What follows belongs to an exercise in optimizing a design on an open flow for small area and a short achievable clock period; a production flow would make more cautious choices. Function not checked in this run: the RTL went through the layout flow alone.

[flow/standard.sh]
#!/bin/bash
# synth_recipe.tcl (not shown) runs the flow's synth.tcl, then flattens the netlist and writes it again
# the make line also repeats each setting of config.mk as NAME=value (left out here)
make -C /OpenROAD-flow-scripts/flow DESIGN_CONFIG=/design/flow/config.mk WORK_HOME=/design/flow/orfs CLKGATE_MAP_FILE= SYNTH_SCRIPT=/design/flow/synth_recipe.tcl "${@:-finish}"
[flow/constraint.sdc]
create_clock -name core_clock -period 18.0 [get_ports {i_clk}]
set_input_delay 3.6000 -clock core_clock [delete_from_list [all_inputs] [get_ports {i_clk}]]
set_output_delay 3.6000 -clock core_clock [all_outputs]
set_load 0.01 [all_outputs]
[flow/flow/run.sh]
#!/bin/bash
# Own layout flow: the standard ORFS flow (standard.sh) with these changes:
#  - synthesis leaves adders to ABC (no full/half-adder cell extraction),
#  - port buffers use the smallest buffer cell,
#  - timing repair aims at a setup slack margin of 8.7 ns.
# Each tool's full output stays in orfs/logs/; make's output in run_flow.log.
set -euo pipefail
bash standard.sh ADDER_MAP_FILE= \
  "BUFFER_PORTS_ARGS=-buffer_cell sky130_fd_sc_hd__buf_1" \
  "CTS_ARGS=-sink_clustering_enable -repair_clock_nets -buf_list sky130_fd_sc_hd__clkbuf_8 -dont_use_dummy_load" \
  SETUP_SLACK_MARGIN=8.7 finish > run_flow.log 2>&1
[flow/design.v]
`timescale 1ns / 1ps
module fmac (
    input  i_clk,
    input  i_reset_n,
    input  i_sel,
    input  [7:0] i_Act_E,
    input  [15:0][3:0] i_Act_M,
    input  [7:0] i_Weight_E,
    input  [15:0][3:0] i_Weight_M,
    input  [7:0]  i_ACC_E,
    input  [23:0] i_ACC_M,
    output logic [7:0] o_Weight_E,
    output logic [15:0][3:0] o_Weight_M,
    output logic [7:0] o_Act_E,
    output logic [15:0][7:0] o_Act_M,
    output logic [7:0]  o_ACC_E,
    output logic [23:0] o_ACC_M
    );
    wire sg0_1 = i_Act_M[0][3] ^ i_Weight_M[0][3];
    wire nsg0_2 = ~sg0_1;
    wire pp0_3 = i_Act_M[0][0] & i_Weight_M[0][0];
    wire pp0_4 = i_Act_M[0][0] & i_Weight_M[0][1];
    wire pp0_5 = i_Act_M[0][0] & i_Weight_M[0][2];
    wire pp0_6 = i_Act_M[0][1] & i_Weight_M[0][0];
    wire pp0_7 = i_Act_M[0][1] & i_Weight_M[0][1];
    wire pp0_8 = i_Act_M[0][1] & i_Weight_M[0][2];
    wire pp0_9 = i_Act_M[0][2] & i_Weight_M[0][0];
    wire pp0_10 = i_Act_M[0][2] & i_Weight_M[0][1];
    wire pp0_11 = i_Act_M[0][2] & i_Weight_M[0][2];
    wire h12 = pp0_4 ^ pp0_6;
    wire k13 = pp0_4 & pp0_6;
    wire s14 = pp0_5 ^ pp0_7 ^ pp0_9;
    wire c15 = (pp0_5 & pp0_7) | (pp0_9 & (pp0_5 ^ pp0_7));
    wire h16 = k13 ^ s14;
    wire k17 = k13 & s14;
    wire s18 = pp0_8 ^ pp0_10 ^ c15;
    wire c19 = (pp0_8 & pp0_10) | (c15 & (pp0_8 ^ pp0_10));
    wire h20 = k17 ^ s18;
    wire k21 = k17 & s18;
    wire s22 = pp0_11 ^ c19 ^ k21;
    wire c23 = (pp0_11 & c19) | (k21 & (pp0_11 ^ c19));
    wire x0_24 = h12 ^ sg0_1;
    wire x0_25 = h16 ^ sg0_1;
    wire x0_26 = h20 ^ sg0_1;
    wire x0_27 = s22 ^ sg0_1;
    wire x0_28 = c23 ^ sg0_1;
    wire sg1_29 = i_Act_M[1][3] ^ i_Weight_M[1][3];
    wire nsg1_30 = ~sg1_29;
    wire pp1_31 = i_Act_M[1][0] & i_Weight_M[1][0];
    wire pp1_32 = i_Act_M[1][0] & i_Weight_M[1][1];
    wire pp1_33 = i_Act_M[1][0] & i_Weight_M[1][2];
    wire pp1_34 = i_Act_M[1][1] & i_Weight_M[1][0];
    wire pp1_35 = i_Act_M[1][1] & i_Weight_M[1][1];
    wire pp1_36 = i_Act_M[1][1] & i_Weight_M[1][2];
    wire pp1_37 = i_Act_M[1][2] & i_Weight_M[1][0];
    wire pp1_38 = i_Act_M[1][2] & i_Weight_M[1][1];
    wire pp1_39 = i_Act_M[1][2] & i_Weight_M[1][2];
    wire h40 = pp1_32 ^ pp1_34;
    wire k41 = pp1_32 & pp1_34;
    wire s42 = pp1_33 ^ pp1_35 ^ pp1_37;
    wire c43 = (pp1_33 & pp1_35) | (pp1_37 & (pp1_33 ^ pp1_35));
    wire h44 = k41 ^ s42;
    wire k45 = k41 & s42;
    wire s46 = pp1_36 ^ pp1_38 ^ c43;
    wire c47 = (pp1_36 & pp1_38) | (c43 & (pp1_36 ^ pp1_38));
    wire h48 = k45 ^ s46;
    wire k49 = k45 & s46;
    wire s50 = pp1_39 ^ c47 ^ k49;
    wire c51 = (pp1_39 & c47) | (k49 & (pp1_39 ^ c47));
    wire x1_52 = h40 ^ sg1_29;
    wire x1_53 = h44 ^ sg1_29;
    wire x1_54 = h48 ^ sg1_29;
    wire x1_55 = s50 ^ sg1_29;
    wire x1_56 = c51 ^ sg1_29;
    wire sg2_57 = i_Act_M[2][3] ^ i_Weight_M[2][3];
    wire nsg2_58 = ~sg2_57;
    wire pp2_59 = i_Act_M[2][0] & i_Weight_M[2][0];
    wire pp2_60 = i_Act_M[2][0] & i_Weight_M[2][1];
    wire pp2_61 = i_Act_M[2][0] & i_Weight_M[2][2];
    wire pp2_62 = i_Act_M[2][1] & i_Weight_M[2][0];
    wire pp2_63 = i_Act_M[2][1] & i_Weight_M[2][1];
    wire pp2_64 = i_Act_M[2][1] & i_Weight_M[2][2];
    wire pp2_65 = i_Act_M[2][2] & i_Weight_M[2][0];
    wire pp2_66 = i_Act_M[2][2] & i_Weight_M[2][1];
    wire pp2_67 = i_Act_M[2][2] & i_Weight_M[2][2];
    wire h68 = pp2_60 ^ pp2_62;
    wire k69 = pp2_60 & pp2_62;
    wire s70 = pp2_61 ^ pp2_63 ^ pp2_65;
    wire c71 = (pp2_61 & pp2_63) | (pp2_65 & (pp2_61 ^ pp2_63));
    wire h72 = k69 ^ s70;
    wire k73 = k69 & s70;
    wire s74 = pp2_64 ^ pp2_66 ^ c71;
    wire c75 = (pp2_64 & pp2_66) | (c71 & (pp2_64 ^ pp2_66));
    wire h76 = k73 ^ s74;
    wire k77 = k73 & s74;
    wire s78 = pp2_67 ^ c75 ^ k77;
    wire c79 = (pp2_67 & c75) | (k77 & (pp2_67 ^ c75));
    wire x2_80 = h68 ^ sg2_57;
    wire x2_81 = h72 ^ sg2_57;
    wire x2_82 = h76 ^ sg2_57;
    wire x2_83 = s78 ^ sg2_57;
    wire x2_84 = c79 ^ sg2_57;
    wire sg3_85 = i_Act_M[3][3] ^ i_Weight_M[3][3];
    wire nsg3_86 = ~sg3_85;
    wire pp3_87 = i_Act_M[3][0] & i_Weight_M[3][0];
    wire pp3_88 = i_Act_M[3][0] & i_Weight_M[3][1];
    wire pp3_89 = i_Act_M[3][0] & i_Weight_M[3][2];
    wire pp3_90 = i_Act_M[3][1] & i_Weight_M[3][0];
    wire pp3_91 = i_Act_M[3][1] & i_Weight_M[3][1];
    wire pp3_92 = i_Act_M[3][1] & i_Weight_M[3][2];
    wire pp3_93 = i_Act_M[3][2] & i_Weight_M[3][0];
    wire pp3_94 = i_Act_M[3][2] & i_Weight_M[3][1];
    wire pp3_95 = i_Act_M[3][2] & i_Weight_M[3][2];
    wire h96 = pp3_88 ^ pp3_90;
    wire k97 = pp3_88 & pp3_90;
    wire s98 = pp3_89 ^ pp3_91 ^ pp3_93;
    wire c99 = (pp3_89 & pp3_91) | (pp3_93 & (pp3_89 ^ pp3_91));
    wire h100 = k97 ^ s98;
    wire k101 = k97 & s98;
    wire s102 = pp3_92 ^ pp3_94 ^ c99;
    wire c103 = (pp3_92 & pp3_94) | (c99 & (pp3_92 ^ pp3_94));
    wire h104 = k101 ^ s102;
    wire k105 = k101 & s102;
    wire s106 = pp3_95 ^ c103 ^ k105;
    wire c107 = (pp3_95 & c103) | (k105 & (pp3_95 ^ c103));
    wire x3_108 = h96 ^ sg3_85;
    wire x3_109 = h100 ^ sg3_85;
    wire x3_110 = h104 ^ sg3_85;
    wire x3_111 = s106 ^ sg3_85;
    wire x3_112 = c107 ^ sg3_85;
    wire sg4_113 = i_Act_M[4][3] ^ i_Weight_M[4][3];
    wire nsg4_114 = ~sg4_113;
    wire pp4_115 = i_Act_M[4][0] & i_Weight_M[4][0];
    wire pp4_116 = i_Act_M[4][0] & i_Weight_M[4][1];
    wire pp4_117 = i_Act_M[4][0] & i_Weight_M[4][2];
    wire pp4_118 = i_Act_M[4][1] & i_Weight_M[4][0];
    wire pp4_119 = i_Act_M[4][1] & i_Weight_M[4][1];
    wire pp4_120 = i_Act_M[4][1] & i_Weight_M[4][2];
    wire pp4_121 = i_Act_M[4][2] & i_Weight_M[4][0];
    wire pp4_122 = i_Act_M[4][2] & i_Weight_M[4][1];
    wire pp4_123 = i_Act_M[4][2] & i_Weight_M[4][2];
    wire h124 = pp4_116 ^ pp4_118;
    wire k125 = pp4_116 & pp4_118;
    wire s126 = pp4_117 ^ pp4_119 ^ pp4_121;
    wire c127 = (pp4_117 & pp4_119) | (pp4_121 & (pp4_117 ^ pp4_119));
    wire h128 = k125 ^ s126;
    wire k129 = k125 & s126;
    wire s130 = pp4_120 ^ pp4_122 ^ c127;
    wire c131 = (pp4_120 & pp4_122) | (c127 & (pp4_120 ^ pp4_122));
    wire h132 = k129 ^ s130;
    wire k133 = k129 & s130;
    wire s134 = pp4_123 ^ c131 ^ k133;
    wire c135 = (pp4_123 & c131) | (k133 & (pp4_123 ^ c131));
    wire x4_136 = h124 ^ sg4_113;
    wire x4_137 = h128 ^ sg4_113;
    wire x4_138 = h132 ^ sg4_113;
    wire x4_139 = s134 ^ sg4_113;
    wire x4_140 = c135 ^ sg4_113;
    wire sg5_141 = i_Act_M[5][3] ^ i_Weight_M[5][3];
    wire nsg5_142 = ~sg5_141;
    wire pp5_143 = i_Act_M[5][0] & i_Weight_M[5][0];
    wire pp5_144 = i_Act_M[5][0] & i_Weight_M[5][1];
    wire pp5_145 = i_Act_M[5][0] & i_Weight_M[5][2];
    wire pp5_146 = i_Act_M[5][1] & i_Weight_M[5][0];
    wire pp5_147 = i_Act_M[5][1] & i_Weight_M[5][1];
    wire pp5_148 = i_Act_M[5][1] & i_Weight_M[5][2];
    wire pp5_149 = i_Act_M[5][2] & i_Weight_M[5][0];
    wire pp5_150 = i_Act_M[5][2] & i_Weight_M[5][1];
    wire pp5_151 = i_Act_M[5][2] & i_Weight_M[5][2];
    wire h152 = pp5_144 ^ pp5_146;
    wire k153 = pp5_144 & pp5_146;
    wire s154 = pp5_145 ^ pp5_147 ^ pp5_149;
    wire c155 = (pp5_145 & pp5_147) | (pp5_149 & (pp5_145 ^ pp5_147));
    wire h156 = k153 ^ s154;
    wire k157 = k153 & s154;
    wire s158 = pp5_148 ^ pp5_150 ^ c155;
    wire c159 = (pp5_148 & pp5_150) | (c155 & (pp5_148 ^ pp5_150));
    wire h160 = k157 ^ s158;
    wire k161 = k157 & s158;
    wire s162 = pp5_151 ^ c159 ^ k161;
    wire c163 = (pp5_151 & c159) | (k161 & (pp5_151 ^ c159));
    wire x5_164 = h152 ^ sg5_141;
    wire x5_165 = h156 ^ sg5_141;
    wire x5_166 = h160 ^ sg5_141;
    wire x5_167 = s162 ^ sg5_141;
    wire x5_168 = c163 ^ sg5_141;
    wire sg6_169 = i_Act_M[6][3] ^ i_Weight_M[6][3];
    wire nsg6_170 = ~sg6_169;
    wire pp6_171 = i_Act_M[6][0] & i_Weight_M[6][0];
    wire pp6_172 = i_Act_M[6][0] & i_Weight_M[6][1];
    wire pp6_173 = i_Act_M[6][0] & i_Weight_M[6][2];
    wire pp6_174 = i_Act_M[6][1] & i_Weight_M[6][0];
    wire pp6_175 = i_Act_M[6][1] & i_Weight_M[6][1];
    wire pp6_176 = i_Act_M[6][1] & i_Weight_M[6][2];
    wire pp6_177 = i_Act_M[6][2] & i_Weight_M[6][0];
    wire pp6_178 = i_Act_M[6][2] & i_Weight_M[6][1];
    wire pp6_179 = i_Act_M[6][2] & i_Weight_M[6][2];
    wire h180 = pp6_172 ^ pp6_174;
    wire k181 = pp6_172 & pp6_174;
    wire s182 = pp6_173 ^ pp6_175 ^ pp6_177;
    wire c183 = (pp6_173 & pp6_175) | (pp6_177 & (pp6_173 ^ pp6_175));
    wire h184 = k181 ^ s182;
    wire k185 = k181 & s182;
    wire s186 = pp6_176 ^ pp6_178 ^ c183;
    wire c187 = (pp6_176 & pp6_178) | (c183 & (pp6_176 ^ pp6_178));
    wire h188 = k185 ^ s186;
    wire k189 = k185 & s186;
    wire s190 = pp6_179 ^ c187 ^ k189;
    wire c191 = (pp6_179 & c187) | (k189 & (pp6_179 ^ c187));
    wire x6_192 = h180 ^ sg6_169;
    wire x6_193 = h184 ^ sg6_169;
    wire x6_194 = h188 ^ sg6_169;
    wire x6_195 = s190 ^ sg6_169;
    wire x6_196 = c191 ^ sg6_169;
    wire sg7_197 = i_Act_M[7][3] ^ i_Weight_M[7][3];
    wire nsg7_198 = ~sg7_197;
    wire pp7_199 = i_Act_M[7][0] & i_Weight_M[7][0];
    wire pp7_200 = i_Act_M[7][0] & i_Weight_M[7][1];
    wire pp7_201 = i_Act_M[7][0] & i_Weight_M[7][2];
    wire pp7_202 = i_Act_M[7][1] & i_Weight_M[7][0];
    wire pp7_203 = i_Act_M[7][1] & i_Weight_M[7][1];
    wire pp7_204 = i_Act_M[7][1] & i_Weight_M[7][2];
    wire pp7_205 = i_Act_M[7][2] & i_Weight_M[7][0];
    wire pp7_206 = i_Act_M[7][2] & i_Weight_M[7][1];
    wire pp7_207 = i_Act_M[7][2] & i_Weight_M[7][2];
    wire h208 = pp7_200 ^ pp7_202;
    wire k209 = pp7_200 & pp7_202;
    wire s210 = pp7_201 ^ pp7_203 ^ pp7_205;
    wire c211 = (pp7_201 & pp7_203) | (pp7_205 & (pp7_201 ^ pp7_203));
    wire h212 = k209 ^ s210;
    wire k213 = k209 & s210;
    wire s214 = pp7_204 ^ pp7_206 ^ c211;
    wire c215 = (pp7_204 & pp7_206) | (c211 & (pp7_204 ^ pp7_206));
    wire h216 = k213 ^ s214;
    wire k217 = k213 & s214;
    wire s218 = pp7_207 ^ c215 ^ k217;
    wire c219 = (pp7_207 & c215) | (k217 & (pp7_207 ^ c215));
    wire x7_220 = h208 ^ sg7_197;
    wire x7_221 = h212 ^ sg7_197;
    wire x7_222 = h216 ^ sg7_197;
    wire x7_223 = s218 ^ sg7_197;
    wire x7_224 = c219 ^ sg7_197;
    wire sg8_225 = i_Act_M[8][3] ^ i_Weight_M[8][3];
    wire nsg8_226 = ~sg8_225;
    wire pp8_227 = i_Act_M[8][0] & i_Weight_M[8][0];
    wire pp8_228 = i_Act_M[8][0] & i_Weight_M[8][1];
    wire pp8_229 = i_Act_M[8][0] & i_Weight_M[8][2];
    wire pp8_230 = i_Act_M[8][1] & i_Weight_M[8][0];
    wire pp8_231 = i_Act_M[8][1] & i_Weight_M[8][1];
    wire pp8_232 = i_Act_M[8][1] & i_Weight_M[8][2];
    wire pp8_233 = i_Act_M[8][2] & i_Weight_M[8][0];
    wire pp8_234 = i_Act_M[8][2] & i_Weight_M[8][1];
    wire pp8_235 = i_Act_M[8][2] & i_Weight_M[8][2];
    wire h236 = pp8_228 ^ pp8_230;
    wire k237 = pp8_228 & pp8_230;
    wire s238 = pp8_229 ^ pp8_231 ^ pp8_233;
    wire c239 = (pp8_229 & pp8_231) | (pp8_233 & (pp8_229 ^ pp8_231));
    wire h240 = k237 ^ s238;
    wire k241 = k237 & s238;
    wire s242 = pp8_232 ^ pp8_234 ^ c239;
    wire c243 = (pp8_232 & pp8_234) | (c239 & (pp8_232 ^ pp8_234));
    wire h244 = k241 ^ s242;
    wire k245 = k241 & s242;
    wire s246 = pp8_235 ^ c243 ^ k245;
    wire c247 = (pp8_235 & c243) | (k245 & (pp8_235 ^ c243));
    wire x8_248 = h236 ^ sg8_225;
    wire x8_249 = h240 ^ sg8_225;
    wire x8_250 = h244 ^ sg8_225;
    wire x8_251 = s246 ^ sg8_225;
    wire x8_252 = c247 ^ sg8_225;
    wire sg9_253 = i_Act_M[9][3] ^ i_Weight_M[9][3];
    wire nsg9_254 = ~sg9_253;
    wire pp9_255 = i_Act_M[9][0] & i_Weight_M[9][0];
    wire pp9_256 = i_Act_M[9][0] & i_Weight_M[9][1];
    wire pp9_257 = i_Act_M[9][0] & i_Weight_M[9][2];
    wire pp9_258 = i_Act_M[9][1] & i_Weight_M[9][0];
    wire pp9_259 = i_Act_M[9][1] & i_Weight_M[9][1];
    wire pp9_260 = i_Act_M[9][1] & i_Weight_M[9][2];
    wire pp9_261 = i_Act_M[9][2] & i_Weight_M[9][0];
    wire pp9_262 = i_Act_M[9][2] & i_Weight_M[9][1];
    wire pp9_263 = i_Act_M[9][2] & i_Weight_M[9][2];
    wire h264 = pp9_256 ^ pp9_258;
    wire k265 = pp9_256 & pp9_258;
    wire s266 = pp9_257 ^ pp9_259 ^ pp9_261;
    wire c267 = (pp9_257 & pp9_259) | (pp9_261 & (pp9_257 ^ pp9_259));
    wire h268 = k265 ^ s266;
    wire k269 = k265 & s266;
    wire s270 = pp9_260 ^ pp9_262 ^ c267;
    wire c271 = (pp9_260 & pp9_262) | (c267 & (pp9_260 ^ pp9_262));
    wire h272 = k269 ^ s270;
    wire k273 = k269 & s270;
    wire s274 = pp9_263 ^ c271 ^ k273;
    wire c275 = (pp9_263 & c271) | (k273 & (pp9_263 ^ c271));
    wire x9_276 = h264 ^ sg9_253;
    wire x9_277 = h268 ^ sg9_253;
    wire x9_278 = h272 ^ sg9_253;
    wire x9_279 = s274 ^ sg9_253;
    wire x9_280 = c275 ^ sg9_253;
    wire sg10_281 = i_Act_M[10][3] ^ i_Weight_M[10][3];
    wire nsg10_282 = ~sg10_281;
    wire pp10_283 = i_Act_M[10][0] & i_Weight_M[10][0];
    wire pp10_284 = i_Act_M[10][0] & i_Weight_M[10][1];
    wire pp10_285 = i_Act_M[10][0] & i_Weight_M[10][2];
    wire pp10_286 = i_Act_M[10][1] & i_Weight_M[10][0];
    wire pp10_287 = i_Act_M[10][1] & i_Weight_M[10][1];
    wire pp10_288 = i_Act_M[10][1] & i_Weight_M[10][2];
    wire pp10_289 = i_Act_M[10][2] & i_Weight_M[10][0];
    wire pp10_290 = i_Act_M[10][2] & i_Weight_M[10][1];
    wire pp10_291 = i_Act_M[10][2] & i_Weight_M[10][2];
    wire h292 = pp10_284 ^ pp10_286;
    wire k293 = pp10_284 & pp10_286;
    wire s294 = pp10_285 ^ pp10_287 ^ pp10_289;
    wire c295 = (pp10_285 & pp10_287) | (pp10_289 & (pp10_285 ^ pp10_287));
    wire h296 = k293 ^ s294;
    wire k297 = k293 & s294;
    wire s298 = pp10_288 ^ pp10_290 ^ c295;
    wire c299 = (pp10_288 & pp10_290) | (c295 & (pp10_288 ^ pp10_290));
    wire h300 = k297 ^ s298;
    wire k301 = k297 & s298;
    wire s302 = pp10_291 ^ c299 ^ k301;
    wire c303 = (pp10_291 & c299) | (k301 & (pp10_291 ^ c299));
    wire x10_304 = h292 ^ sg10_281;
    wire x10_305 = h296 ^ sg10_281;
    wire x10_306 = h300 ^ sg10_281;
    wire x10_307 = s302 ^ sg10_281;
    wire x10_308 = c303 ^ sg10_281;
    wire sg11_309 = i_Act_M[11][3] ^ i_Weight_M[11][3];
    wire nsg11_310 = ~sg11_309;
    wire pp11_311 = i_Act_M[11][0] & i_Weight_M[11][0];
    wire pp11_312 = i_Act_M[11][0] & i_Weight_M[11][1];
    wire pp11_313 = i_Act_M[11][0] & i_Weight_M[11][2];
    wire pp11_314 = i_Act_M[11][1] & i_Weight_M[11][0];
    wire pp11_315 = i_Act_M[11][1] & i_Weight_M[11][1];
    wire pp11_316 = i_Act_M[11][1] & i_Weight_M[11][2];
    wire pp11_317 = i_Act_M[11][2] & i_Weight_M[11][0];
    wire pp11_318 = i_Act_M[11][2] & i_Weight_M[11][1];
    wire pp11_319 = i_Act_M[11][2] & i_Weight_M[11][2];
    wire h320 = pp11_312 ^ pp11_314;
    wire k321 = pp11_312 & pp11_314;
    wire s322 = pp11_313 ^ pp11_315 ^ pp11_317;
    wire c323 = (pp11_313 & pp11_315) | (pp11_317 & (pp11_313 ^ pp11_315));
    wire h324 = k321 ^ s322;
    wire k325 = k321 & s322;
    wire s326 = pp11_316 ^ pp11_318 ^ c323;
    wire c327 = (pp11_316 & pp11_318) | (c323 & (pp11_316 ^ pp11_318));
    wire h328 = k325 ^ s326;
    wire k329 = k325 & s326;
    wire s330 = pp11_319 ^ c327 ^ k329;
    wire c331 = (pp11_319 & c327) | (k329 & (pp11_319 ^ c327));
    wire x11_332 = h320 ^ sg11_309;
    wire x11_333 = h324 ^ sg11_309;
    wire x11_334 = h328 ^ sg11_309;
    wire x11_335 = s330 ^ sg11_309;
    wire x11_336 = c331 ^ sg11_309;
    wire sg12_337 = i_Act_M[12][3] ^ i_Weight_M[12][3];
    wire nsg12_338 = ~sg12_337;
    wire pp12_339 = i_Act_M[12][0] & i_Weight_M[12][0];
    wire pp12_340 = i_Act_M[12][0] & i_Weight_M[12][1];
    wire pp12_341 = i_Act_M[12][0] & i_Weight_M[12][2];
    wire pp12_342 = i_Act_M[12][1] & i_Weight_M[12][0];
    wire pp12_343 = i_Act_M[12][1] & i_Weight_M[12][1];
    wire pp12_344 = i_Act_M[12][1] & i_Weight_M[12][2];
    wire pp12_345 = i_Act_M[12][2] & i_Weight_M[12][0];
    wire pp12_346 = i_Act_M[12][2] & i_Weight_M[12][1];
    wire pp12_347 = i_Act_M[12][2] & i_Weight_M[12][2];
    wire h348 = pp12_340 ^ pp12_342;
    wire k349 = pp12_340 & pp12_342;
    wire s350 = pp12_341 ^ pp12_343 ^ pp12_345;
    wire c351 = (pp12_341 & pp12_343) | (pp12_345 & (pp12_341 ^ pp12_343));
    wire h352 = k349 ^ s350;
    wire k353 = k349 & s350;
    wire s354 = pp12_344 ^ pp12_346 ^ c351;
    wire c355 = (pp12_344 & pp12_346) | (c351 & (pp12_344 ^ pp12_346));
    wire h356 = k353 ^ s354;
    wire k357 = k353 & s354;
    wire s358 = pp12_347 ^ c355 ^ k357;
    wire c359 = (pp12_347 & c355) | (k357 & (pp12_347 ^ c355));
    wire x12_360 = h348 ^ sg12_337;
    wire x12_361 = h352 ^ sg12_337;
    wire x12_362 = h356 ^ sg12_337;
    wire x12_363 = s358 ^ sg12_337;
    wire x12_364 = c359 ^ sg12_337;
    wire sg13_365 = i_Act_M[13][3] ^ i_Weight_M[13][3];
    wire nsg13_366 = ~sg13_365;
    wire pp13_367 = i_Act_M[13][0] & i_Weight_M[13][0];
    wire pp13_368 = i_Act_M[13][0] & i_Weight_M[13][1];
    wire pp13_369 = i_Act_M[13][0] & i_Weight_M[13][2];
    wire pp13_370 = i_Act_M[13][1] & i_Weight_M[13][0];
    wire pp13_371 = i_Act_M[13][1] & i_Weight_M[13][1];
    wire pp13_372 = i_Act_M[13][1] & i_Weight_M[13][2];
    wire pp13_373 = i_Act_M[13][2] & i_Weight_M[13][0];
    wire pp13_374 = i_Act_M[13][2] & i_Weight_M[13][1];
    wire pp13_375 = i_Act_M[13][2] & i_Weight_M[13][2];
    wire h376 = pp13_368 ^ pp13_370;
    wire k377 = pp13_368 & pp13_370;
    wire s378 = pp13_369 ^ pp13_371 ^ pp13_373;
    wire c379 = (pp13_369 & pp13_371) | (pp13_373 & (pp13_369 ^ pp13_371));
    wire h380 = k377 ^ s378;
    wire k381 = k377 & s378;
    wire s382 = pp13_372 ^ pp13_374 ^ c379;
    wire c383 = (pp13_372 & pp13_374) | (c379 & (pp13_372 ^ pp13_374));
    wire h384 = k381 ^ s382;
    wire k385 = k381 & s382;
    wire s386 = pp13_375 ^ c383 ^ k385;
    wire c387 = (pp13_375 & c383) | (k385 & (pp13_375 ^ c383));
    wire x13_388 = h376 ^ sg13_365;
    wire x13_389 = h380 ^ sg13_365;
    wire x13_390 = h384 ^ sg13_365;
    wire x13_391 = s386 ^ sg13_365;
    wire x13_392 = c387 ^ sg13_365;
    wire sg14_393 = i_Act_M[14][3] ^ i_Weight_M[14][3];
    wire nsg14_394 = ~sg14_393;
    wire pp14_395 = i_Act_M[14][0] & i_Weight_M[14][0];
    wire pp14_396 = i_Act_M[14][0] & i_Weight_M[14][1];
    wire pp14_397 = i_Act_M[14][0] & i_Weight_M[14][2];
    wire pp14_398 = i_Act_M[14][1] & i_Weight_M[14][0];
    wire pp14_399 = i_Act_M[14][1] & i_Weight_M[14][1];
    wire pp14_400 = i_Act_M[14][1] & i_Weight_M[14][2];
    wire pp14_401 = i_Act_M[14][2] & i_Weight_M[14][0];
    wire pp14_402 = i_Act_M[14][2] & i_Weight_M[14][1];
    wire pp14_403 = i_Act_M[14][2] & i_Weight_M[14][2];
    wire h404 = pp14_396 ^ pp14_398;
    wire k405 = pp14_396 & pp14_398;
    wire s406 = pp14_397 ^ pp14_399 ^ pp14_401;
    wire c407 = (pp14_397 & pp14_399) | (pp14_401 & (pp14_397 ^ pp14_399));
    wire h408 = k405 ^ s406;
    wire k409 = k405 & s406;
    wire s410 = pp14_400 ^ pp14_402 ^ c407;
    wire c411 = (pp14_400 & pp14_402) | (c407 & (pp14_400 ^ pp14_402));
    wire h412 = k409 ^ s410;
    wire k413 = k409 & s410;
    wire s414 = pp14_403 ^ c411 ^ k413;
    wire c415 = (pp14_403 & c411) | (k413 & (pp14_403 ^ c411));
    wire x14_416 = h404 ^ sg14_393;
    wire x14_417 = h408 ^ sg14_393;
    wire x14_418 = h412 ^ sg14_393;
    wire x14_419 = s414 ^ sg14_393;
    wire x14_420 = c415 ^ sg14_393;
    wire sg15_421 = i_Act_M[15][3] ^ i_Weight_M[15][3];
    wire nsg15_422 = ~sg15_421;
    wire pp15_423 = i_Act_M[15][0] & i_Weight_M[15][0];
    wire pp15_424 = i_Act_M[15][0] & i_Weight_M[15][1];
    wire pp15_425 = i_Act_M[15][0] & i_Weight_M[15][2];
    wire pp15_426 = i_Act_M[15][1] & i_Weight_M[15][0];
    wire pp15_427 = i_Act_M[15][1] & i_Weight_M[15][1];
    wire pp15_428 = i_Act_M[15][1] & i_Weight_M[15][2];
    wire pp15_429 = i_Act_M[15][2] & i_Weight_M[15][0];
    wire pp15_430 = i_Act_M[15][2] & i_Weight_M[15][1];
    wire pp15_431 = i_Act_M[15][2] & i_Weight_M[15][2];
    wire h432 = pp15_424 ^ pp15_426;
    wire k433 = pp15_424 & pp15_426;
    wire s434 = pp15_425 ^ pp15_427 ^ pp15_429;
    wire c435 = (pp15_425 & pp15_427) | (pp15_429 & (pp15_425 ^ pp15_427));
    wire h436 = k433 ^ s434;
    wire k437 = k433 & s434;
    wire s438 = pp15_428 ^ pp15_430 ^ c435;
    wire c439 = (pp15_428 & pp15_430) | (c435 & (pp15_428 ^ pp15_430));
    wire h440 = k437 ^ s438;
    wire k441 = k437 & s438;
    wire s442 = pp15_431 ^ c439 ^ k441;
    wire c443 = (pp15_431 & c439) | (k441 & (pp15_431 ^ c439));
    wire x15_444 = h432 ^ sg15_421;
    wire x15_445 = h436 ^ sg15_421;
    wire x15_446 = h440 ^ sg15_421;
    wire x15_447 = s442 ^ sg15_421;
    wire x15_448 = c443 ^ sg15_421;
    wire q449 = ~(pp0_3 ^ pp1_31);
    wire o450 = pp0_3 | pp1_31;
    wire s451 = pp2_59 ^ pp3_87 ^ pp4_115;
    wire c452 = (pp2_59 & pp3_87) | (pp4_115 & (pp2_59 ^ pp3_87));
    wire s453 = pp5_143 ^ pp6_171 ^ pp7_199;
    wire c454 = (pp5_143 & pp6_171) | (pp7_199 & (pp5_143 ^ pp6_171));
    wire s455 = pp8_227 ^ pp9_255 ^ pp10_283;
    wire c456 = (pp8_227 & pp9_255) | (pp10_283 & (pp8_227 ^ pp9_255));
    wire s457 = pp11_311 ^ pp12_339 ^ pp13_367;
    wire c458 = (pp11_311 & pp12_339) | (pp13_367 & (pp11_311 ^ pp12_339));
    wire s459 = pp14_395 ^ pp15_423 ^ q449;
    wire c460 = (pp14_395 & pp15_423) | (q449 & (pp14_395 ^ pp15_423));
    wire s461 = s451 ^ s453 ^ s455;
    wire c462 = (s451 & s453) | (s455 & (s451 ^ s453));
    wire s463 = s457 ^ s459 ^ s461;
    wire c464 = (s457 & s459) | (s461 & (s457 ^ s459));
    wire q465 = ~((sg0_1 & ~pp0_3) ^ (sg1_29 & ~pp1_31));
    wire o466 = (sg0_1 & ~pp0_3) | (sg1_29 & ~pp1_31);
    wire s467 = (sg2_57 & ~pp2_59) ^ (sg3_85 & ~pp3_87) ^ (sg4_113 & ~pp4_115);
    wire c468 = ((sg2_57 & ~pp2_59) & (sg3_85 & ~pp3_87)) | ((sg4_113 & ~pp4_115) & ((sg2_57 & ~pp2_59) ^ (sg3_85 & ~pp3_87)));
    wire s469 = (sg5_141 & ~pp5_143) ^ (sg6_169 & ~pp6_171) ^ (sg7_197 & ~pp7_199);
    wire c470 = ((sg5_141 & ~pp5_143) & (sg6_169 & ~pp6_171)) | ((sg7_197 & ~pp7_199) & ((sg5_141 & ~pp5_143) ^ (sg6_169 & ~pp6_171)));
    wire s471 = (sg8_225 & ~pp8_227) ^ (sg9_253 & ~pp9_255) ^ (sg10_281 & ~pp10_283);
    wire c472 = ((sg8_225 & ~pp8_227) & (sg9_253 & ~pp9_255)) | ((sg10_281 & ~pp10_283) & ((sg8_225 & ~pp8_227) ^ (sg9_253 & ~pp9_255)));
    wire s473 = (sg11_309 & ~pp11_311) ^ (sg12_337 & ~pp12_339) ^ (sg13_365 & ~pp13_367);
    wire c474 = ((sg11_309 & ~pp11_311) & (sg12_337 & ~pp12_339)) | ((sg13_365 & ~pp13_367) & ((sg11_309 & ~pp11_311) ^ (sg12_337 & ~pp12_339)));
    wire s475 = (sg14_393 & ~pp14_395) ^ (sg15_421 & ~pp15_423) ^ o450;
    wire c476 = ((sg14_393 & ~pp14_395) & (sg15_421 & ~pp15_423)) | (o450 & ((sg14_393 & ~pp14_395) ^ (sg15_421 & ~pp15_423)));
    wire s477 = c452 ^ c454 ^ c456;
    wire c478 = (c452 & c454) | (c456 & (c452 ^ c454));
    wire s479 = c458 ^ q465 ^ x0_24;
    wire c480 = (c458 & q465) | (x0_24 & (c458 ^ q465));
    wire s481 = x1_52 ^ x2_80 ^ x3_108;
    wire c482 = (x1_52 & x2_80) | (x3_108 & (x1_52 ^ x2_80));
    wire s483 = x4_136 ^ x5_164 ^ x6_192;
    wire c484 = (x4_136 & x5_164) | (x6_192 & (x4_136 ^ x5_164));
    wire s485 = x7_220 ^ x8_248 ^ x9_276;
    wire c486 = (x7_220 & x8_248) | (x9_276 & (x7_220 ^ x8_248));
    wire s487 = x10_304 ^ x11_332 ^ x12_360;
    wire c488 = (x10_304 & x11_332) | (x12_360 & (x10_304 ^ x11_332));
    wire s489 = x13_388 ^ x14_416 ^ x15_444;
    wire c490 = (x13_388 & x14_416) | (x15_444 & (x13_388 ^ x14_416));
    wire s491 = s467 ^ s469 ^ s471;
    wire c492 = (s467 & s469) | (s471 & (s467 ^ s469));
    wire s493 = s473 ^ c460 ^ s475;
    wire c494 = (s473 & c460) | (s475 & (s473 ^ c460));
    wire s495 = c462 ^ s477 ^ s479;
    wire c496 = (c462 & s477) | (s479 & (c462 ^ s477));
    wire s497 = s481 ^ s483 ^ s485;
    wire c498 = (s481 & s483) | (s485 & (s481 ^ s483));
    wire s499 = s487 ^ s489 ^ s491;
    wire c500 = (s487 & s489) | (s491 & (s487 ^ s489));
    wire s501 = s493 ^ c464 ^ s495;
    wire c502 = (s493 & c464) | (s495 & (s493 ^ c464));
    wire s503 = s497 ^ s499 ^ s501;
    wire c504 = (s497 & s499) | (s501 & (s497 ^ s499));
    wire q505 = ~(o466 ^ c468);
    wire o506 = o466 | c468;
    wire s507 = c470 ^ c472 ^ c474;
    wire c508 = (c470 & c472) | (c474 & (c470 ^ c472));
    wire s509 = c476 ^ q505 ^ c478;
    wire c510 = (c476 & q505) | (c478 & (c476 ^ q505));
    wire s511 = c480 ^ c482 ^ c484;
    wire c512 = (c480 & c482) | (c484 & (c480 ^ c482));
    wire s513 = c486 ^ c488 ^ c490;
    wire c514 = (c486 & c488) | (c490 & (c486 ^ c488));
    wire s515 = x0_25 ^ x1_53 ^ x2_81;
    wire c516 = (x0_25 & x1_53) | (x2_81 & (x0_25 ^ x1_53));
    wire s517 = x3_109 ^ x4_137 ^ x5_165;
    wire c518 = (x3_109 & x4_137) | (x5_165 & (x3_109 ^ x4_137));
    wire s519 = x6_193 ^ x7_221 ^ x8_249;
    wire c520 = (x6_193 & x7_221) | (x8_249 & (x6_193 ^ x7_221));
    wire s521 = x9_277 ^ x10_305 ^ x11_333;
    wire c522 = (x9_277 & x10_305) | (x11_333 & (x9_277 ^ x10_305));
    wire s523 = x12_361 ^ x13_389 ^ x14_417;
    wire c524 = (x12_361 & x13_389) | (x14_417 & (x12_361 ^ x13_389));
    wire s525 = x15_445 ^ c492 ^ s507;
    wire c526 = (x15_445 & c492) | (s507 & (x15_445 ^ c492));
    wire s527 = c494 ^ s509 ^ s511;
    wire c528 = (c494 & s509) | (s511 & (c494 ^ s509));
    wire s529 = s513 ^ c496 ^ c498;
    wire c530 = (s513 & c496) | (c498 & (s513 ^ c496));
    wire s531 = s515 ^ s517 ^ s519;
    wire c532 = (s515 & s517) | (s519 & (s515 ^ s517));
    wire s533 = s521 ^ s523 ^ s525;
    wire c534 = (s521 & s523) | (s525 & (s521 ^ s523));
    wire s535 = c500 ^ c502 ^ s527;
    wire c536 = (c500 & c502) | (s527 & (c500 ^ c502));
    wire s537 = s529 ^ s531 ^ s533;
    wire c538 = (s529 & s531) | (s533 & (s529 ^ s531));
    wire s539 = c504 ^ s535 ^ s537;
    wire c540 = (c504 & s535) | (s537 & (c504 ^ s535));
    wire q541 = ~(o506 ^ c508);
    wire o542 = o506 | c508;
    wire s543 = c510 ^ q541 ^ c512;
    wire c544 = (c510 & q541) | (c512 & (c510 ^ q541));
    wire s545 = c514 ^ x0_26 ^ x1_54;
    wire c546 = (c514 & x0_26) | (x1_54 & (c514 ^ x0_26));
    wire s547 = x2_82 ^ x3_110 ^ x4_138;
    wire c548 = (x2_82 & x3_110) | (x4_138 & (x2_82 ^ x3_110));
    wire s549 = x5_166 ^ x6_194 ^ x7_222;
    wire c550 = (x5_166 & x6_194) | (x7_222 & (x5_166 ^ x6_194));
    wire s551 = x8_250 ^ x9_278 ^ x10_306;
    wire c552 = (x8_250 & x9_278) | (x10_306 & (x8_250 ^ x9_278));
    wire s553 = x11_334 ^ x12_362 ^ x13_390;
    wire c554 = (x11_334 & x12_362) | (x13_390 & (x11_334 ^ x12_362));
    wire s555 = x14_418 ^ x15_446 ^ c516;
    wire c556 = (x14_418 & x15_446) | (c516 & (x14_418 ^ x15_446));
    wire s557 = c518 ^ c520 ^ c522;
    wire c558 = (c518 & c520) | (c522 & (c518 ^ c520));
    wire s559 = c524 ^ c526 ^ s543;
    wire c560 = (c524 & c526) | (s543 & (c524 ^ c526));
    wire s561 = c528 ^ c530 ^ c532;
    wire c562 = (c528 & c530) | (c532 & (c528 ^ c530));
    wire s563 = s545 ^ s547 ^ s549;
    wire c564 = (s545 & s547) | (s549 & (s545 ^ s547));
    wire s565 = s551 ^ s553 ^ s555;
    wire c566 = (s551 & s553) | (s555 & (s551 ^ s553));
    wire s567 = s557 ^ c534 ^ c536;
    wire c568 = (s557 & c534) | (c536 & (s557 ^ c534));
    wire s569 = s559 ^ s561 ^ s563;
    wire c570 = (s559 & s561) | (s563 & (s559 ^ s561));
    wire s571 = s565 ^ c538 ^ s567;
    wire c572 = (s565 & c538) | (s567 & (s565 ^ c538));
    wire s573 = s569 ^ c540 ^ s571;
    wire c574 = (s569 & c540) | (s571 & (s569 ^ c540));
    wire q575 = ~(o542 ^ c544);
    wire o576 = o542 | c544;
    wire s577 = x0_27 ^ x1_55 ^ x2_83;
    wire c578 = (x0_27 & x1_55) | (x2_83 & (x0_27 ^ x1_55));
    wire s579 = x3_111 ^ x4_139 ^ x5_167;
    wire c580 = (x3_111 & x4_139) | (x5_167 & (x3_111 ^ x4_139));
    wire s581 = x6_195 ^ x7_223 ^ x8_251;
    wire c582 = (x6_195 & x7_223) | (x8_251 & (x6_195 ^ x7_223));
    wire s583 = x9_279 ^ x10_307 ^ x11_335;
    wire c584 = (x9_279 & x10_307) | (x11_335 & (x9_279 ^ x10_307));
    wire s585 = x12_363 ^ x13_391 ^ x14_419;
    wire c586 = (x12_363 & x13_391) | (x14_419 & (x12_363 ^ x13_391));
    wire s587 = x15_447 ^ c546 ^ c548;
    wire c588 = (x15_447 & c546) | (c548 & (x15_447 ^ c546));
    wire s589 = c550 ^ c552 ^ c554;
    wire c590 = (c550 & c552) | (c554 & (c550 ^ c552));
    wire s591 = c556 ^ c558 ^ q575;
    wire c592 = (c556 & c558) | (q575 & (c556 ^ c558));
    wire s593 = c560 ^ s577 ^ s579;
    wire c594 = (c560 & s577) | (s579 & (c560 ^ s577));
    wire s595 = s581 ^ s583 ^ s585;
    wire c596 = (s581 & s583) | (s585 & (s581 ^ s583));
    wire s597 = c562 ^ c564 ^ c566;
    wire c598 = (c562 & c564) | (c566 & (c562 ^ c564));
    wire s599 = s587 ^ s589 ^ s591;
    wire c600 = (s587 & s589) | (s591 & (s587 ^ s589));
    wire s601 = c568 ^ s593 ^ s595;
    wire c602 = (c568 & s593) | (s595 & (c568 ^ s593));
    wire s603 = c570 ^ s597 ^ s599;
    wire c604 = (c570 & s597) | (s599 & (c570 ^ s597));
    wire s605 = c572 ^ s601 ^ s603;
    wire c606 = (c572 & s601) | (s603 & (c572 ^ s601));
    wire q607 = ~(x0_28 ^ x1_56);
    wire o608 = x0_28 | x1_56;
    wire s609 = x2_84 ^ x3_112 ^ x4_140;
    wire c610 = (x2_84 & x3_112) | (x4_140 & (x2_84 ^ x3_112));
    wire s611 = x5_168 ^ x6_196 ^ x7_224;
    wire c612 = (x5_168 & x6_196) | (x7_224 & (x5_168 ^ x6_196));
    wire s613 = x8_252 ^ x9_280 ^ x10_308;
    wire c614 = (x8_252 & x9_280) | (x10_308 & (x8_252 ^ x9_280));
    wire s615 = x11_336 ^ x12_364 ^ x13_392;
    wire c616 = (x11_336 & x12_364) | (x13_392 & (x11_336 ^ x12_364));
    wire s617 = x14_420 ^ x15_448 ^ o576;
    wire c618 = (x14_420 & x15_448) | (o576 & (x14_420 ^ x15_448));
    wire s619 = q607 ^ c578 ^ c580;
    wire c620 = (q607 & c578) | (c580 & (q607 ^ c578));
    wire s621 = c582 ^ c584 ^ c586;
    wire c622 = (c582 & c584) | (c586 & (c582 ^ c584));
    wire s623 = s609 ^ s611 ^ s613;
    wire c624 = (s609 & s611) | (s613 & (s609 ^ s611));
    wire s625 = s615 ^ c588 ^ c590;
    wire c626 = (s615 & c588) | (c590 & (s615 ^ c588));
    wire s627 = c592 ^ s617 ^ c594;
    wire c628 = (c592 & s617) | (c594 & (c592 ^ s617));
    wire s629 = c596 ^ s619 ^ s621;
    wire c630 = (c596 & s619) | (s621 & (c596 ^ s619));
    wire s631 = s623 ^ c598 ^ s625;
    wire c632 = (s623 & c598) | (s625 & (s623 ^ c598));
    wire s633 = c600 ^ c602 ^ s627;
    wire c634 = (c600 & c602) | (s627 & (c600 ^ c602));
    wire s635 = s629 ^ s631 ^ c604;
    wire c636 = (s629 & s631) | (c604 & (s629 ^ s631));
    wire s637 = s633 ^ c606 ^ s635;
    wire c638 = (s633 & c606) | (s635 & (s633 ^ c606));
    wire q639 = ~(nsg0_2 ^ nsg1_30);
    wire o640 = nsg0_2 | nsg1_30;
    wire s641 = nsg2_58 ^ nsg3_86 ^ nsg4_114;
    wire c642 = (nsg2_58 & nsg3_86) | (nsg4_114 & (nsg2_58 ^ nsg3_86));
    wire s643 = nsg5_142 ^ nsg6_170 ^ nsg7_198;
    wire c644 = (nsg5_142 & nsg6_170) | (nsg7_198 & (nsg5_142 ^ nsg6_170));
    wire s645 = nsg8_226 ^ nsg9_254 ^ nsg10_282;
    wire c646 = (nsg8_226 & nsg9_254) | (nsg10_282 & (nsg8_226 ^ nsg9_254));
    wire s647 = nsg11_310 ^ nsg12_338 ^ nsg13_366;
    wire c648 = (nsg11_310 & nsg12_338) | (nsg13_366 & (nsg11_310 ^ nsg12_338));
    wire s649 = nsg14_394 ^ nsg15_422 ^ q639;
    wire c650 = (nsg14_394 & nsg15_422) | (q639 & (nsg14_394 ^ nsg15_422));
    wire s651 = s641 ^ s643 ^ s645;
    wire c652 = (s641 & s643) | (s645 & (s641 ^ s643));
    wire s653 = s647 ^ s649 ^ s651;
    wire c654 = (s647 & s649) | (s651 & (s647 ^ s649));
    wire s655 = s653 ^ o608 ^ c610;
    wire c656 = (s653 & o608) | (c610 & (s653 ^ o608));
    wire s657 = c612 ^ c614 ^ c616;
    wire c658 = (c612 & c614) | (c616 & (c612 ^ c614));
    wire s659 = c618 ^ c620 ^ c622;
    wire c660 = (c618 & c620) | (c622 & (c618 ^ c620));
    wire s661 = c624 ^ s655 ^ s657;
    wire c662 = (c624 & s655) | (s657 & (c624 ^ s655));
    wire s663 = c626 ^ c628 ^ c630;
    wire c664 = (c626 & c628) | (c630 & (c626 ^ c628));
    wire s665 = s659 ^ s661 ^ c632;
    wire c666 = (s659 & s661) | (c632 & (s659 ^ s661));
    wire s667 = c634 ^ s663 ^ s665;
    wire c668 = (c634 & s663) | (s665 & (c634 ^ s663));
    wire s669 = c636 ^ s667 ^ c638;
    wire c670 = (c636 & s667) | (c638 & (c636 ^ s667));
    wire q671 = ~(o640 ^ c642);
    wire o672 = o640 | c642;
    wire s673 = c644 ^ c646 ^ c648;
    wire c674 = (c644 & c646) | (c648 & (c644 ^ c646));
    wire s675 = c650 ^ q671 ^ c652;
    wire c676 = (c650 & q671) | (c652 & (c650 ^ q671));
    wire s677 = s673 ^ s675 ^ c654;
    wire c678 = (s673 & s675) | (c654 & (s673 ^ s675));
    wire s679 = s677 ^ c656 ^ c658;
    wire c680 = (s677 & c656) | (c658 & (s677 ^ c656));
    wire s681 = c660 ^ c662 ^ s679;
    wire c682 = (c660 & c662) | (s679 & (c660 ^ c662));
    wire s683 = c664 ^ s681 ^ c666;
    wire c684 = (c664 & s681) | (c666 & (c664 ^ s681));
    wire s685 = c668 ^ s683 ^ c670;
    wire c686 = (c668 & s683) | (c670 & (c668 ^ s683));
    wire q687 = ~(o672 ^ c674);
    wire o688 = o672 | c674;
    wire s689 = q687 ^ c676 ^ c678;
    wire c690 = (q687 & c676) | (c678 & (q687 ^ c676));
    wire s691 = s689 ^ c680 ^ c682;
    wire c692 = (s689 & c680) | (c682 & (s689 ^ c680));
    wire s693 = s691 ^ c684 ^ c686;
    wire c694 = (s691 & c684) | (c686 & (s691 ^ c684));
    wire q695 = ~(o688 ^ c690);
    wire o696 = o688 | c690;
    wire s697 = q695 ^ c692 ^ c694;
    wire c698 = (q695 & c692) | (c694 & (q695 ^ c692));
    wire [10:0] X = {o696, s697, s693, s685, s669, s637, c574, s573, s539, s503, s463};
    wire [10:0] Y = {c698, 1'b0, 1'b0, 1'b0, 1'b0, 1'b0, s605, 1'b0, 1'b0, 1'b0, 1'b0};
    wire [10:0] cg = X & Y;
    wire [10:0] cp = X ^ Y;
    wire gg699 = cg[1] | (cp[1] & cg[0]);
    wire gp700 = cp[1] & cp[0];
    wire gg701 = cg[3] | (cp[3] & cg[2]);
    wire gp702 = cp[3] & cp[2];
    wire gg703 = cg[5] | (cp[5] & cg[4]);
    wire gp704 = cp[5] & cp[4];
    wire gg705 = cg[7] | (cp[7] & cg[6]);
    wire gp706 = cp[7] & cp[6];
    wire gg707 = cg[9] | (cp[9] & cg[8]);
    wire gp708 = cp[9] & cp[8];
    wire gg709 = cg[2] | (cp[2] & gg699);
    wire gp710 = cp[2] & gp700;
    wire gg711 = gg701 | (gp702 & gg699);
    wire gp712 = gp702 & gp700;
    wire gg713 = cg[6] | (cp[6] & gg703);
    wire gp714 = cp[6] & gp704;
    wire gg715 = gg705 | (gp706 & gg703);
    wire gp716 = gp706 & gp704;
    wire gg717 = cg[10] | (cp[10] & gg707);
    wire gp718 = cp[10] & gp708;
    wire gg719 = cg[4] | (cp[4] & gg711);
    wire gp720 = cp[4] & gp712;
    wire gg721 = gg703 | (gp704 & gg711);
    wire gp722 = gp704 & gp712;
    wire gg723 = gg713 | (gp714 & gg711);
    wire gp724 = gp714 & gp712;
    wire gg725 = gg715 | (gp716 & gg711);
    wire gp726 = gp716 & gp712;
    wire gg727 = cg[8] | (cp[8] & gg725);
    wire gp728 = cp[8] & gp726;
    wire gg729 = gg707 | (gp708 & gg725);
    wire gp730 = gp708 & gp726;
    wire gg731 = gg717 | (gp718 & gg725);
    wire gp732 = gp718 & gp726;
    wire [10:0] T = {(cp[10] ^ gg729), (cp[9] ^ gg727), (cp[8] ^ gg725), (cp[7] ^ gg723), (cp[6] ^ gg721), (cp[5] ^ gg719), (cp[4] ^ gg711), (cp[3] ^ gg709), (cp[2] ^ gg699), (cp[1] ^ cg[0]), (cp[0])};
    wire [10:0] U = {(cp[10] ^ (gg729 | gp730)), (cp[9] ^ (gg727 | gp728)), (cp[8] ^ (gg725 | gp726)), (cp[7] ^ (gg723 | gp724)), (cp[6] ^ (gg721 | gp722)), (cp[5] ^ (gg719 | gp720)), (cp[4] ^ (gg711 | gp712)), (cp[3] ^ (gg709 | gp710)), (cp[2] ^ (gg699 | gp700)), (cp[1] ^ (cg[0] | cp[0])), (~cp[0])};
    wire       sgn  = U[10];
    wire [9:0] mag  = sgn ? ~T[9:0] : U[9:0];
    wire       zero = &(X ^ Y);                 
    function automatic [3:0] lzc10(input [9:0] v);
        lzc10 = 4'd9;
        for (int k = 0; k < 10; k = k + 1)
            if (v[k]) lzc10 = 4'(9 - k);
    endfunction
    wire [3:0] lz_p = lzc10(U[9:0]);
    wire [3:0] lz_n = lzc10(~T[9:0]);
    wire [3:0] lz   = sgn ? lz_n : lz_p;
    wire [9:0] m4 = mag << lz;
    wire [8:0] e   = {1'b0, i_Act_E} + {1'b0, i_Weight_E};
    wire [9:0] e3  = {1'b0, e} + 10'd3;
    wire [5:0] eh  = e3[9:4];
    wire [5:0] ehm = e3[9:4] - 6'd1;
    wire [4:0] xl  = {1'b0, e3[3:0]} - {1'b0, lz};
    wire       bw  = xl[4];
    wire [7:0] xe  = {bw ? ehm[3:0] : eh[3:0], xl[3:0]};
    wire       lo15 = &xl[3:0];
    wire       ovf0 = (eh  >= 6'd16) | ((eh  == 6'd15) & lo15);
    wire       ovf1 = (ehm >= 6'd16) & (eh != 6'd0) | ((ehm == 6'd15) & lo15);
    wire       ovf = bw ? ovf1 : ovf0;                
    wire       unf = bw & (eh == 6'd0);               
    wire [9:0] fu  = mag << e[2:0];                   
    logic [7:0]  fp_exp;
    logic [23:0] fp_man;
    always_comb begin
        if (zero) begin
            fp_exp = e[7:0];
            fp_man = 24'd0;
        end else if (ovf) begin
            fp_exp = 8'hFF;
            fp_man = 24'd0;
        end else if (unf) begin
            fp_exp = 8'd0;
            fp_man = {sgn, fu, 13'd0};
        end else begin
            fp_exp = xe;
            fp_man = {sgn, m4[8:0], 1'b0, 13'd0};
        end
    end
    always_ff @ (posedge i_clk or negedge i_reset_n) begin
        if (~i_reset_n) begin
            o_Act_E    <= 0;
            o_Weight_E <= 0;
            o_ACC_E    <= 0;
            o_ACC_M    <= 0;
            o_Act_M    <= 0;
            o_Weight_M <= 0;
        end else begin
            o_Act_E    <= i_Act_E;
            o_Weight_E <= i_Weight_E;
            o_ACC_E    <= fp_exp;
            o_ACC_M    <= fp_man;
            for (int j = 0; j < 16; j = j + 1) begin
                o_Act_M[j]    <= {4'd0, i_Act_M[j]};
                o_Weight_M[j] <= i_Weight_M[j];
            end
        end
    end
endmodule
module fmac_top (
    input          i_clk,
    input          i_reset_n,
    input          i_sel,
    input  [7:0]   i_Act_E,
    input  [63:0]  i_Act_M,
    input  [7:0]   i_Weight_E,
    input  [63:0]  i_Weight_M,
    input  [7:0]   i_ACC_E,
    input  [23:0]  i_ACC_M,
    output [7:0]   o_Weight_E,
    output [63:0]  o_Weight_M,
    output [7:0]   o_Act_E,
    output [127:0] o_Act_M,
    output [7:0]   o_ACC_E,
    output [23:0]  o_ACC_M
);
    fmac u_fmac (
        .i_clk      (i_clk),
        .i_reset_n  (i_reset_n),
        .i_sel      (i_sel),
        .i_Act_E    (i_Act_E),
        .i_Act_M    (i_Act_M),
        .i_Weight_E (i_Weight_E),
        .i_Weight_M (i_Weight_M),
        .i_ACC_E    (i_ACC_E),
        .i_ACC_M    (i_ACC_M),
        .o_Weight_E (o_Weight_E),
        .o_Weight_M (o_Weight_M),
        .o_Act_E    (o_Act_E),
        .o_Act_M    (o_Act_M),
        .o_ACC_E    (o_ACC_E),
        .o_ACC_M    (o_ACC_M)
    );
endmodule
[flow/config.mk]
export PLATFORM = sky130hd
export DESIGN_NAME = fmac_top
export DESIGN_NICKNAME = fmac_top
export VERILOG_FILES = /design/flow/design.v
export SDC_FILE = /design/flow/constraint.sdc
export NUM_CORES = 4
export LEC_CHECK = 0
export ABC_AREA = 1
export CAP_MARGIN = 20
export CORE_MARGIN = 2
export CORE_UTILIZATION = 40
export CTS_BUF_LIST = sky130_fd_sc_hd__clkbuf_8
export PLACE_DENSITY = 0.75
export SLEW_MARGIN = 20
==> flow_summary.ini <==
[route]
vias = 16700
viasPerCell = 4.64
drc = 0
totalWireLength_um = 41500
dr.pass1.iters = 9
wire_per_inst_um = 11.5
drtIter0Drc = 956
ant_nets = 0

[floorplan]
chipWidth_um = 204
ioPinCount = 419
core_um2 = 39600
die-height_um = 204
die_area_um2 = 41600
initial_core_util_pct = 40.4
rows = 73

[yosys]
synth_cell_types = 53
synth_warnings = 1
netlist_area_um2 = 16000
postSynthCellCount = 2743
async_flop_share_pct = 100
synth_edf_count = 0
synth_seq_area_share_pct = 25.5
syn_area_per_cell_um2 = 5.83
synthFlopType = dfrtp_1
synth_seq_cells = 163

[global_route]
grtUsageTotal_pct = 19.9
grt_max_degree = 77
grt_pass1_vias = 14500
grt_pass1_wl_um = 67200
antenna_found_initial = 0
grt-ovfl-total = 0

[sta]
tightest_slew_ps = 913
final.min_clock_period_ps = 8760
slew_violations = 0
hold_viol = 0
fin_crit_sh_pct = 48.7
fmax_mhz = 114
tns_ps = 0
max_slew_margin_pct = 39.1
setup_violations = 0
grt_setup_unrepaired = false

[setup_path]
startpoint_type = primary input
worstSetupEndpointType = flop
slowest_stage = o21ai_0
path_class = primary input to flop
worstPathMaxFanout = 8
cp_common_cell = nand2_1
cpPeakStageDelay_ps = 450
cp.required_ps = 18400
arrival_ps = 9170

[worst_hold_path]
hp-class = primary input to async pin

[finish]
fillCellCount = 4263
area_growth_pct = 13.2
n_antenna_cell = 0
fin_nets = 3258
drive_above_1_share_pct = 8.74

[placement]
hpwlAfterDp_um = 34900
gp_congestion = 0.914
io_buffer_count = 308

[clock_tree]
cts_buffers = 17
cts_max_level = 4
cts-root-buf = clkbuf_8
cts_num_sinks = 163
cts_tree = yes
path_clk_slew_ps = 80
clock_path_buffers = 2
holdBufCountCts = 0

[outcome]
outcome = complete, no violations

[job]
maxCapViolCount = 0
-- flip-flops by register name, indices dropped and copies added, names as in the netlist --
signal / count
u_fmac.o_ACC_E: 8
u_fmac.o_ACC_M: 11
u_fmac.o_Act_E: 8
u_fmac.o_Act_M: 64
u_fmac.o_Weight_E: 8
u_fmac.o_Weight_M: 64
-- worst paths after layout --
path,start,endpoint,slack (ps),depth (start not counted)
min in group core_clock,i_Weight_M[33],u_fmac.o_Weight_M[33]$_DFF_PN0_,3230,1
min,i_reset_n,u_fmac.o_Act_M[83]$_DFF_PN0_,2970,1
max in group asynchronous,i_reset_n,u_fmac.o_Act_M[11]$_DFF_PN0_,13840,2
max,i_Weight_M[20],u_fmac.o_ACC_M[22]$_DFF_PN0_,9240,48
-- cell usage in the layout (no fill, tap or decap), types with 39 or more instances in the layout --
cell,n
nand3_1,266
conb_1,77
inv_2,39
nor2_1,134
inv_1,323
dfrtp_1,163
xor2_1,50
nand2_1,1242
a21oi_1,41
buf_1,291
nand2_2,55
o21ai_0,63
-- repair_timing --
item,4_1_cts,5_1_grt
setup endpoints to repair,0,19
resized for setup,0,76
setup buffers,0,14
-- critical path: cells and delay by family --
family                 cells  cell delay (ps)
and+or+nand+nor           38             3680
AOI/OAI and AO/OA          7             1480
buffers and inverters      3              410
-- metal layers --
metal	global-route usage [%]	routed length, um
met5	0	0
met2	33.6	18800
met3	3.32	2100
met4	6.16	954
met1	26.1	19700
-- synthesized netlist by cell type, drive strengths merged, types with 4 or more instances --
master / n / share of area, %
nand3b: 23 / 1.1
inv: 364 / 8.6
or2: 31 / 1.2
nand3: 299 / 10
a21boi: 22 / 1.1
clkinv: 4 / 0.094
dfrtp: 163 / 25
xnor2: 16 / 0.97
o21ai: 98 / 3.1
nor2: 158 / 4.1
xor2: 56 / 3.2
a21o: 4 / 0.19
nand2: 1311 / 32
buf: 82 / 3.9
maj3: 5 / 0.31
nand4: 15 / 0.63
a21oi: 65 / 2.5
-- cell type report --
cell class / instances / area [um^2] / area share, %
repair buffers: 324 / 1310 / 7.24
flip-flops and latches: 163 / 4080 / 22.5
clock buffers: 17 / 234 / 1.29
well taps: 525 / 657 / 3.63
inverters: 368 / 1390 / 7.65
multi-input cells: 2205 / 10400 / 57.7
-- cells by family (layout without fill, tap and decap cells) --
logic type / Yosys count / count (layout) / synth area share (%)
AOI/OAI and AO/OA: 201 / 201 / 7.49
xor gates and xnor gates: 72 / 72 / 4.18
adders and majority gates: 5 / 5 / 0.313
DFF: 163 / 163 / 25.5
buffers and inverters: 452 / 709 / 12.6
muxes: 1 / 1 / 0.0626
other: 1 / 77 / 0.0234
and+or+nand+nor: 1848 / 1849 / 49.9
-- through the flow --
step	utilization [%]	setup WS, ps	cell area, um^2	instances	hold slack [ps]
final	45.7	9240	18100	3602	2970
after global routing	45.7	8660	18100	3602	2940
after CTS	44.7	8880	17700	3587	2920
after detailed placement	44.1	8300	17500	3570	3510
after global placement	44.1	8390	17500	3570	3510
after floorplan	-	9830	16300	2819	3300

## port drivers added, routing unchanged
No port has a modelled driver above. Below, the same layout with a new extraction and two added sets of constraints. Step 1 assumes that a clkbuf_16 drives the clock port and a buf_2 every other input. Step 2, shift: input delay + t, output delay - t, t = (earliest + latest rising clock arrival at the registers) / 2. This alone moves slack from input paths to output paths. a / b / c = ideal ports / drivers / drivers and shift; a / b = the first two.
t (ns): 0.552
setup WS [ns]: 9.236 / 9.251 / 8.699
hold WS [ns]: 2.974 / 2.950 / 3.502
cell pins on the clock port's net: 1
After both steps setup and hold are still met in this run. For this run, drivers alone change the setup slack by +0.015 ns; drivers and shift together by -0.537 ns.
